From an optimization exercise on the open Yosys and OpenROAD flow, aimed at small area, a short achievable clock period and few clock cycles per item; shortcuts taken in it are not production practice.
Function was checked by simulation only, so behaviour that the tests miss may differ from the original.
The clock port is modelled as an ideal driver; clocking choices that lean on that would not hold on a real chip.
Power is estimated from default activity; no workload was simulated.

==> flow/design.v (excerpt) <==
module lse_add_pe (
    input  logic        i_clk,
    input  logic        i_rst,
    input  logic        i_enable,
    input  logic [1:0]  i_pe_mode,
    input  logic [23:0] i_operand_a,
    input  logic [23:0] i_operand_b,
    output logic [23:0] o_result,
    output logic        o_valid_out
);
    localparam logic [23:0] NEG_INF_VAL = 24'h800000;
    logic        lse_d;
    logic [23:0] a_q, bx_q;
    logic        lse_q, kill1_q, v1_q;
    logic [23:0] xs_d, xs_q;
    logic [9:0]  frac_d, frac_q;
    logic [3:0]  h_lo_d, h_lo_q;
    logic        h_zero_d, h_zero_q, h_ones_d, h_ones_q;
    logic        lo_nz_d, lo_nz_q, ge_d, ge_q;
    logic        kill2_q, v2_q;
    logic [23:0] xs3_q;
    logic [10:0] f_d, f_q;
    logic [6:0]  corr_d, corr_q;
    logic        v3_q;
    logic [23:0] result_d;
    assign lse_d = (i_pe_mode == 2'b00);
    lse_diff u_diff (
        .i_operand_a(a_q), .i_operand_bx(bx_q), .i_lse(lse_q),
        .o_xs(xs_d), .o_frac(frac_d), .o_h_lo(h_lo_d), .o_h_zero(h_zero_d),
        .o_h_ones(h_ones_d), .o_lo_nz(lo_nz_d), .o_ge(ge_d)
    );
    lse_corr u_corr (
        .i_frac(frac_q), .i_h_lo(h_lo_q), .i_h_zero(h_zero_q),
        .i_h_ones(h_ones_q), .i_lo_nz(lo_nz_q), .i_ge(ge_q), .i_kill(kill2_q),
        .o_f(f_d), .o_corr(corr_d)
    );
    lse_sum u_sum (
        .i_xs(xs3_q), .i_f(f_q), .i_corr(corr_q),
        .o_result(result_d)
    );
    always_ff @(posedge i_clk) begin
        if (i_rst) begin
            v1_q        <= 1'b0;
            v2_q        <= 1'b0;
            v3_q        <= 1'b0;
            o_valid_out <= 1'b0;
        end else begin
            v1_q        <= i_enable;
            v2_q        <= v1_q;
            v3_q        <= v2_q;
  ...
Size: roughly 820 cells after synthesis, roughly 160 flip-flops, roughly 78 I/O pins, ~0.0078 mm² of cells after synthesis.
clock: 13.0 ns
lec_check: 0
cap_margin: 20
core_margin: 2
core_utilization: 65
cts_buf_list: sky130_fd_sc_hd__clkbuf_8
slew_margin: 20
standard.sh (not shown) runs the stock make flow with config.mk's settings and CLKGATE_MAP_FILE= SYNTH_SCRIPT=/design/flow/synth_recipe.tcl, a recipe that flattens the netlist after the stock synthesis.
==> flow/flow/run.sh <==
#!/bin/bash
# Layout flow: the standard flow (standard.sh) with its synthesis unchanged.
# Changes to the layout steps only:
#  - timing repair aims for setup slack well past the clock period, so that the
#    achieved period (clock period less worst slack) shrinks;
#  - the port buffers are buf_1 cells (repair resizes the ones on critical paths).
# Each step's output goes to its own log here; ORFS keeps per-stage logs under orfs/logs/.
set -euo pipefail
bash standard.sh synth > synth.log 2>&1
bash standard.sh SETUP_SLACK_MARGIN=9.5 \
  'BUFFER_PORTS_ARGS=-buffer_cell sky130_fd_sc_hd__buf_1' finish > layout.log 2>&1
Testbench counts at the start, summed over its fixed seeds: cycles 8,032, items 8,000.
==> next run, changes <==
ABC_AREA = 1   (was default)
Outcome: Sequential power decreases by a few percent. Routed wire length decreases by about a fifth. First-iteration DRC count decreases by a quarter to a third. Hold slack improved by 0.0078 ns. Die area increases slightly. Clock power increases by a few percent. Via count decreases slightly. Clock-buffer cell count stays the same. Total power decreases by a few percent. Maximum frequency increases slightly.

The RTL this note starts from:
==> flow/design.v <==
module lut (
    input  logic [4:0] i_frac_hi,
    output logic [6:0] o_value
);
    always_comb begin
        unique case (i_frac_hi)
            5'd0:                 o_value = 7'd3;    
            5'd1,  5'd2:          o_value = 7'd21;   
            5'd3,  5'd4:          o_value = 7'd40;   
            5'd5,  5'd6:          o_value = 7'd50;   
            5'd7,  5'd8:          o_value = 7'd67;   
            5'd9,  5'd10:         o_value = 7'd65;   
            5'd11, 5'd12:         o_value = 7'd64;   
            5'd13, 5'd14:         o_value = 7'd72;   
            5'd15, 5'd16:         o_value = 7'd82;   
            5'd17, 5'd18:         o_value = 7'd67;   
            5'd19, 5'd20:         o_value = 7'd50;   
            5'd21, 5'd22:         o_value = 7'd35;   
            5'd23, 5'd24:         o_value = 7'd22;   
            5'd25, 5'd26:         o_value = 7'd13;   
            5'd27, 5'd28:         o_value = 7'd6;    
            default:              o_value = 7'd1;    
        endcase
    end
endmodule
module lse_diff (
    input  logic [23:0] i_operand_a,
    input  logic [23:0] i_operand_bx,    
    input  logic        i_lse,           
    output logic [23:0] o_xs,            
    output logic [9:0]  o_frac,          
    output logic [3:0]  o_h_lo,          
    output logic        o_h_zero,        
    output logic        o_h_ones,        
    output logic        o_lo_nz,         
    output logic        o_ge             
);
    logic [24:0] s;
    logic [9:0]  lo_or;
    always_comb begin
        s = {i_operand_a[23], i_operand_a}
          + {i_operand_bx[23], i_operand_bx}
          + {24'd0, i_lse};
        o_ge = ~s[24];
        o_xs = !i_lse ? s[23:0] : (o_ge ? i_operand_a : ~i_operand_bx);
        lo_or[0] = 1'b0;
        for (int i = 1; i < 10; i++) lo_or[i] = lo_or[i-1] | s[i-1];
        o_frac = s[9:0] ^ ({10{o_ge}} & lo_or);
        o_h_lo   = s[13:10];
        o_h_zero = (s[23:14] == 10'd0);
        o_h_ones = (&s[23:14]);
        o_lo_nz  = |s[9:0];
    end
endmodule
module lse_corr (
    input  logic [9:0]  i_frac,
    input  logic [3:0]  i_h_lo,
    input  logic        i_h_zero,
    input  logic        i_h_ones,
    input  logic        i_lo_nz,
    input  logic        i_ge,
    input  logic        i_kill,          
    output logic [10:0] o_f,             
    output logic [6:0]  o_corr           
);
    logic [4:0]  sh_ge, sh_lt;
    logic        rng_ge, rng_lt;
    logic [3:0]  shift;
    logic [10:0] f;
    logic [6:0]  tab;
    lut u_lut (.i_frac_hi(f[9:5]), .o_value(tab));
    always_comb begin
        sh_ge  = {1'b0, i_h_lo} + {4'd0, i_lo_nz};
        sh_lt  = 5'd16 - {1'b0, i_h_lo};
        rng_ge = (i_h_zero && (sh_ge <= 5'd10)) || (i_h_ones && (&i_h_lo) && i_lo_nz);
        rng_lt = (i_h_ones && (i_h_lo != 4'd0) && (sh_lt <= 5'd10)) || (i_h_zero && (i_h_lo == 4'd0));
        shift  = i_ge ? (rng_ge ? sh_ge[3:0] : 4'hF)
                      : (rng_lt ? sh_lt[3:0] : 4'hF);
        f      = {1'b1, i_frac} >> shift;
        o_f    = i_kill ? 11'd0 : f;
        o_corr = i_kill ? 7'd0 : tab;
    end
endmodule
module lse_sum (
    input  logic [23:0] i_xs,
    input  logic [10:0] i_f,
    input  logic [6:0]  i_corr,
    output logic [23:0] o_result
);
    logic [11:0] fk, ck, cs_s, cs_c;
    logic [12:0] low;
    logic [11:0] hi;
    logic        sat;
    always_comb begin
        fk   = {1'b0, i_f};
        ck   = {5'd0, i_corr};
        cs_s = i_xs[11:0] ^ fk ^ ck;
        cs_c = (i_xs[11:0] & fk) | (i_xs[11:0] & ck) | (fk & ck);
        low  = {1'b0, cs_s} + {cs_c, 1'b0};
        hi   = low[12] ? i_xs[23:12] + 12'd1 : i_xs[23:12];
        sat  = ~i_xs[23] & (&i_xs[22:12]) & low[12];
        o_result = sat ? 24'h7FFFFF : {hi, low[11:0]};
    end
endmodule
module lse_add (
    input  logic [23:0] i_operand_a,
    input  logic [23:0] i_operand_b,
    input  logic [1:0]  i_pe_mode,
    output logic [23:0] o_result
);
    localparam logic [23:0] NEG_INF_VAL = 24'h800000;
    logic        lse, kill, h_zero, h_ones, lo_nz, ge;
    logic [23:0] bx, xs;
    logic [9:0]  frac;
    logic [3:0]  h_lo;
    logic [10:0] f;
    logic [6:0]  corr;
    always_comb begin
        lse  = (i_pe_mode == 2'b00);
        bx   = lse ? ~i_operand_b : i_operand_b;
        kill = !lse || (i_operand_a == NEG_INF_VAL) || (i_operand_b == NEG_INF_VAL);
    end
    lse_diff u_diff (
        .i_operand_a(i_operand_a), .i_operand_bx(bx), .i_lse(lse),
        .o_xs(xs), .o_frac(frac), .o_h_lo(h_lo), .o_h_zero(h_zero),
        .o_h_ones(h_ones), .o_lo_nz(lo_nz), .o_ge(ge)
    );
    lse_corr u_corr (
        .i_frac(frac), .i_h_lo(h_lo), .i_h_zero(h_zero),
        .i_h_ones(h_ones), .i_lo_nz(lo_nz), .i_ge(ge), .i_kill(kill),
        .o_f(f), .o_corr(corr)
    );
    lse_sum u_sum (
        .i_xs(xs), .i_f(f), .i_corr(corr),
        .o_result(o_result)
    );
endmodule
module lse_add_pe (
    input  logic        i_clk,
    input  logic        i_rst,
    input  logic        i_enable,
    input  logic [1:0]  i_pe_mode,
    input  logic [23:0] i_operand_a,
    input  logic [23:0] i_operand_b,
    output logic [23:0] o_result,
    output logic        o_valid_out
);
    localparam logic [23:0] NEG_INF_VAL = 24'h800000;
    logic        lse_d;
    logic [23:0] a_q, bx_q;
    logic        lse_q, v1_q;
    logic [23:0] xs_d, xs_q;
    logic [9:0]  frac_d, frac_q;
    logic [3:0]  h_lo_d, h_lo_q;
    logic        h_zero_d, h_zero_q, h_ones_d, h_ones_q;
    logic        lo_nz_d, lo_nz_q, ge_d, ge_q;
    logic        kill2_q, v2_q;
    logic [23:0] xs3_q;
    logic [10:0] f_d, f_q;
    logic [6:0]  corr_d, corr_q;
    logic        v3_q;
    logic [23:0] result_d;
    assign lse_d = (i_pe_mode == 2'b00);
    lse_diff u_diff (
        .i_operand_a(a_q), .i_operand_bx(bx_q), .i_lse(lse_q),
        .o_xs(xs_d), .o_frac(frac_d), .o_h_lo(h_lo_d), .o_h_zero(h_zero_d),
        .o_h_ones(h_ones_d), .o_lo_nz(lo_nz_d), .o_ge(ge_d)
    );
    lse_corr u_corr (
        .i_frac(frac_q), .i_h_lo(h_lo_q), .i_h_zero(h_zero_q),
        .i_h_ones(h_ones_q), .i_lo_nz(lo_nz_q), .i_ge(ge_q), .i_kill(kill2_q),
        .o_f(f_d), .o_corr(corr_d)
    );
    lse_sum u_sum (
        .i_xs(xs3_q), .i_f(f_q), .i_corr(corr_q),
        .o_result(result_d)
    );
    always_ff @(posedge i_clk) begin
        if (i_rst) begin
            v1_q        <= 1'b0;
            v2_q        <= 1'b0;
            v3_q        <= 1'b0;
            o_valid_out <= 1'b0;
        end else begin
            v1_q        <= i_enable;
            v2_q        <= v1_q;
            v3_q        <= v2_q;
            o_valid_out <= v3_q;
        end
        a_q      <= i_operand_a;
        bx_q     <= lse_d ? ~i_operand_b : i_operand_b;
        lse_q    <= lse_d;
        xs_q     <= xs_d;
        frac_q   <= frac_d;
        h_lo_q   <= h_lo_d;
        h_zero_q <= h_zero_d;
        h_ones_q <= h_ones_d;
        lo_nz_q  <= lo_nz_d;
        ge_q     <= ge_d;
        kill2_q  <= !lse_q || (a_q == NEG_INF_VAL) || (bx_q == ~NEG_INF_VAL);
        xs3_q    <= xs_q;
        f_q      <= f_d;
        corr_q   <= corr_d;
        o_result <= result_d;
    end
endmodule
clock: 13.0 ns
lec_check: 0
abc_area: 1
cap_margin: 20
core_margin: 2
core_utilization: 65
cts_buf_list: sky130_fd_sc_hd__clkbuf_8
slew_margin: 20
==> flow/flow/run.sh <==
#!/bin/bash
# Layout flow: the standard flow (standard.sh) with its synthesis unchanged.
# Changes to the layout steps only:
#  - clock tree: flow/clock_tree.tcl builds a balanced two-level tree (port ->
#    2 clkbuf_16 -> 8 clkbuf_16 -> flip-flops) in place of TritonCTS's tree;
#  - timing repair aims for setup slack well past the clock period, so that the
#    achieved period (clock period less worst slack) shrinks;
#  - the port buffers are buf_1 cells (repair resizes the ones on critical paths).
# Each step's output goes to its own log here; ORFS keeps per-stage logs under orfs/logs/.
set -euo pipefail
here=$(pwd)
bash standard.sh synth > synth.log 2>&1
bash standard.sh SETUP_SLACK_MARGIN=9.3 \
  'BUFFER_PORTS_ARGS=-buffer_cell sky130_fd_sc_hd__buf_1' \
  "PRE_CTS_TCL=$here/flow/clock_tree.tcl" finish > layout.log 2>&1
==> flow/flow/clock_tree.tcl <==
# Clock tree built by hand before ORFS's CTS step (sourced as PRE_CTS_TCL).
#
# Two buffer levels: the clock port drives two sky130_fd_sc_hd__clkbuf_16 roots;
# each root drives four clkbuf_16 leaves; each leaf drives the clock pins of one
# eighth of the flip-flops. The flip-flops are split by placement into eight
# clusters of equal size (bisection by x, then y, then x); every buffer sits at
# the centre of what it drives. All flip-flops are two equal buffer levels away
# from the port, so the tree is balanced, and its insertion delay is smaller than
# that of TritonCTS's deeper tree. The nets are left out of TritonCTS, which would
# otherwise add further levels; detailed placement later legalizes the buffers.
set block [ord::get_db_block]
set clknet [$block findNet i_clk]
set bufm [[ord::get_db] findMaster sky130_fd_sc_hd__clkbuf_16]

proc bisect {items idx} {
  set s [lsort -integer -index $idx $items]
  set h [expr {[llength $s] / 2}]
  return [list [lrange $s 0 [expr {$h - 1}]] [lrange $s $h end]]
}

proc centre {items} {
  set sx 0
  set sy 0
  foreach s $items {
    incr sx [lindex $s 1]
    incr sy [lindex $s 2]
  }
  return [list [expr {$sx / [llength $items]}] [expr {$sy / [llength $items]}]]
}

# a buffer named name at pos, driven by innet; returns the net it drives
proc add_buf {block master name innet pos} {
  set buf [odb::dbInst_create $block $master $name]
  set net [odb::dbNet_create $block "${name}_net"]
  $net setSigType CLOCK
  [$buf findITerm A] connect $innet
  [$buf findITerm X] connect $net
  $buf setLocation [lindex $pos 0] [lindex $pos 1]
  $buf setPlacementStatus PLACED
  return $net
}

set sinks {}
foreach it [$clknet getITerms] {
  lassign [[$it getInst] getLocation] x y
  lappend sinks [list $it $x $y]
}
puts "clock_tree.tcl: [llength $sinks] clock sinks"

set skip [list i_clk]
set r 0
foreach half [bisect $sinks 1] {
  set rnet [add_buf $block $bufm "clkbuf_root_$r" $clknet [centre $half]]
  lappend skip [$rnet getName]
  set l 0
  foreach q [bisect $half 2] {
    foreach g [bisect $q 1] {
      set lnet [add_buf $block $bufm "clkbuf_leaf_${r}_$l" $rnet [centre $g]]
      lappend skip [$lnet getName]
      foreach s $g {
        set it [lindex $s 0]
        $it disconnect
        $it connect $lnet
      }
      puts "clock_tree.tcl: clkbuf_leaf_${r}_$l drives [llength $g] sinks"
      incr l
    }
  }
  incr r
}

set_cts_config -skip_nets $skip
The first run ran to the end with no violations.
Testbench counts at the start, summed over its fixed seeds: cycles 8,032, items 8,000.
==> next run, changes <==
--- a/flow/flow/run.sh
+++ b/flow/flow/run.sh
@@ -5 +5 @@
-#    2 clkbuf_16 -> 8 clkbuf_16 -> flip-flops) in place of TritonCTS's tree;
+#    2 clkbuf_8 -> 8 clkbuf_8 -> flip-flops) in place of TritonCTS's tree;
@@ -13 +13 @@
-bash standard.sh SETUP_SLACK_MARGIN=9.3 \
+bash standard.sh SETUP_SLACK_MARGIN=9.6 \
--- a/flow/flow/clock_tree.tcl
+++ b/flow/flow/clock_tree.tcl
@@ -3,2 +3,2 @@
-# Two buffer levels: the clock port drives two sky130_fd_sc_hd__clkbuf_16 roots;
-# each root drives four clkbuf_16 leaves; each leaf drives the clock pins of one
+# Two buffer levels: the clock port drives two sky130_fd_sc_hd__clkbuf_8 roots;
+# each root drives four clkbuf_8 leaves; each leaf drives the clock pins of one
@@ -13 +13 @@
-set bufm [[ord::get_db] findMaster sky130_fd_sc_hd__clkbuf_16]
+set bufm [[ord::get_db] findMaster sky130_fd_sc_hd__clkbuf_8]
Effect: Worst setup slack got worse by 0.017 ns. Final area is about the same. Wire length goes up slightly. First-iteration DRC count goes down by about a fifth.
==> next run, changes <==
--- a/flow/flow/run.sh
+++ b/flow/flow/run.sh
@@ -5 +5 @@
-#    2 clkbuf_8 -> 8 clkbuf_8 -> flip-flops) in place of TritonCTS's tree;
+#    2 clkbuf_16 -> 8 clkbuf_16 -> flip-flops) in place of TritonCTS's tree;
@@ -13 +13 @@
-bash standard.sh SETUP_SLACK_MARGIN=9.6 \
+bash standard.sh SETUP_SLACK_MARGIN=9.75 \
--- a/flow/flow/clock_tree.tcl
+++ b/flow/flow/clock_tree.tcl
@@ -3,2 +3,2 @@
-# Two buffer levels: the clock port drives two sky130_fd_sc_hd__clkbuf_8 roots;
-# each root drives four clkbuf_8 leaves; each leaf drives the clock pins of one
+# Two buffer levels: the clock port drives two sky130_fd_sc_hd__clkbuf_16 roots;
+# each root drives four clkbuf_16 leaves; each leaf drives the clock pins of one
@@ -13 +13 @@
-set bufm [[ord::get_db] findMaster sky130_fd_sc_hd__clkbuf_8]
+set bufm [[ord::get_db] findMaster sky130_fd_sc_hd__clkbuf_16]
Effect:
- area after synthesis is unchanged
- sequential power climbs by about 0.6%
- die area is unchanged
- cell count climbs by 0.83%
- combinational power climbs by about 3%
- via count climbs by 2.9%
==> next run, changes <==
--- a/flow/flow/run.sh
+++ b/flow/flow/run.sh
@@ -5 +5 @@
-#    2 clkbuf_16 -> 8 clkbuf_16 -> flip-flops) in place of TritonCTS's tree;
+#    2 clkbuf_16 -> 16 clkbuf_4 -> flip-flops) in place of TritonCTS's tree;
@@ -13 +13 @@
-bash standard.sh SETUP_SLACK_MARGIN=9.75 \
+bash standard.sh SETUP_SLACK_MARGIN=9.6 \
--- a/flow/flow/clock_tree.tcl
+++ b/flow/flow/clock_tree.tcl
@@ -4,3 +4,3 @@
-# each root drives four clkbuf_16 leaves; each leaf drives the clock pins of one
-# eighth of the flip-flops. The flip-flops are split by placement into eight
-# clusters of equal size (bisection by x, then y, then x); every buffer sits at
+# each root drives eight clkbuf_4 leaves; each leaf drives the clock pins of one
+# sixteenth of the flip-flops. The flip-flops are split by placement into sixteen
+# clusters of equal size (bisection by x, then y, x, y); every buffer sits at
@@ -13 +13,2 @@
-set bufm [[ord::get_db] findMaster sky130_fd_sc_hd__clkbuf_16]
+set rootm [[ord::get_db] findMaster sky130_fd_sc_hd__clkbuf_16]
+set leafm [[ord::get_db] findMaster sky130_fd_sc_hd__clkbuf_4]
@@ -53 +54 @@
-  set rnet [add_buf $block $bufm "clkbuf_root_$r" $clknet [centre $half]]
+  set rnet [add_buf $block $rootm "clkbuf_root_$r" $clknet [centre $half]]
@@ -57,7 +58,11 @@
-    foreach g [bisect $q 1] {
-      set lnet [add_buf $block $bufm "clkbuf_leaf_${r}_$l" $rnet [centre $g]]
-      lappend skip [$lnet getName]
-      foreach s $g {
-        set it [lindex $s 0]
-        $it disconnect
-        $it connect $lnet
+    foreach e [bisect $q 1] {
+      foreach g [bisect $e 2] {
+        set lnet [add_buf $block $leafm "clkbuf_leaf_${r}_$l" $rnet [centre $g]]
+        lappend skip [$lnet getName]
+        foreach s $g {
+          set it [lindex $s 0]
+          $it disconnect
+          $it connect $lnet
+        }
+        puts "clock_tree.tcl: clkbuf_leaf_${r}_$l drives [llength $g] sinks"
+        incr l
@@ -65,2 +69,0 @@
-      puts "clock_tree.tcl: clkbuf_leaf_${r}_$l drives [llength $g] sinks"
-      incr l
Outcome: Total power went down by a few percent; die area stays the same; cell area went down by a few percent.

==> separate check: timing with driven ports <==
In the flow no input, the clock included, has a driving cell. The finished layouts below were timed again as built, in two steps.
Step 1 (the two cells are an assumption about what drives the block):
set clk [get_ports {i_clk}]
set_driving_cell -lib_cell sky130_fd_sc_hd__clkbuf_16 $clk
set_driving_cell -lib_cell sky130_fd_sc_hd__buf_2 [delete_from_list [all_inputs] $clk]
Step 2 also shifts input and output timing later by t, the mid clock arrival at the registers, as if the neighbouring blocks saw the same clock.
Slacks: ideal / step 1 / step 2; pairs: ideal / step 1.
| run | t (ns) | slack for setup (ns) | cell pins on the clock port's net |
|---|---|---|---|
| the first run of note 1 | 0.479 | 9.498 / 9.464 / 9.116 | 1 |
| the second run of note 1 | 0.485 | 9.511 / 9.477 / 9.412 | 1 |
| the first run of note 2 | 0.364 | 9.648 / 9.589 / 9.592 | 2 |
| the second run of note 2 | 0.382 | 9.630 / 9.582 / 9.674 | 2 |
| the third run of note 2 | 0.363 | 9.665 / 9.607 / 9.700 | 2 |
| the fourth run of note 2 | 0.382 | 9.642 / 9.584 / 9.670 | 2 |
After both steps setup and hold are still met in every run listed. The setup slack of the first run of note 1, which loses most, moves by -0.034 ns with the drivers and by -0.382 ns with both steps.
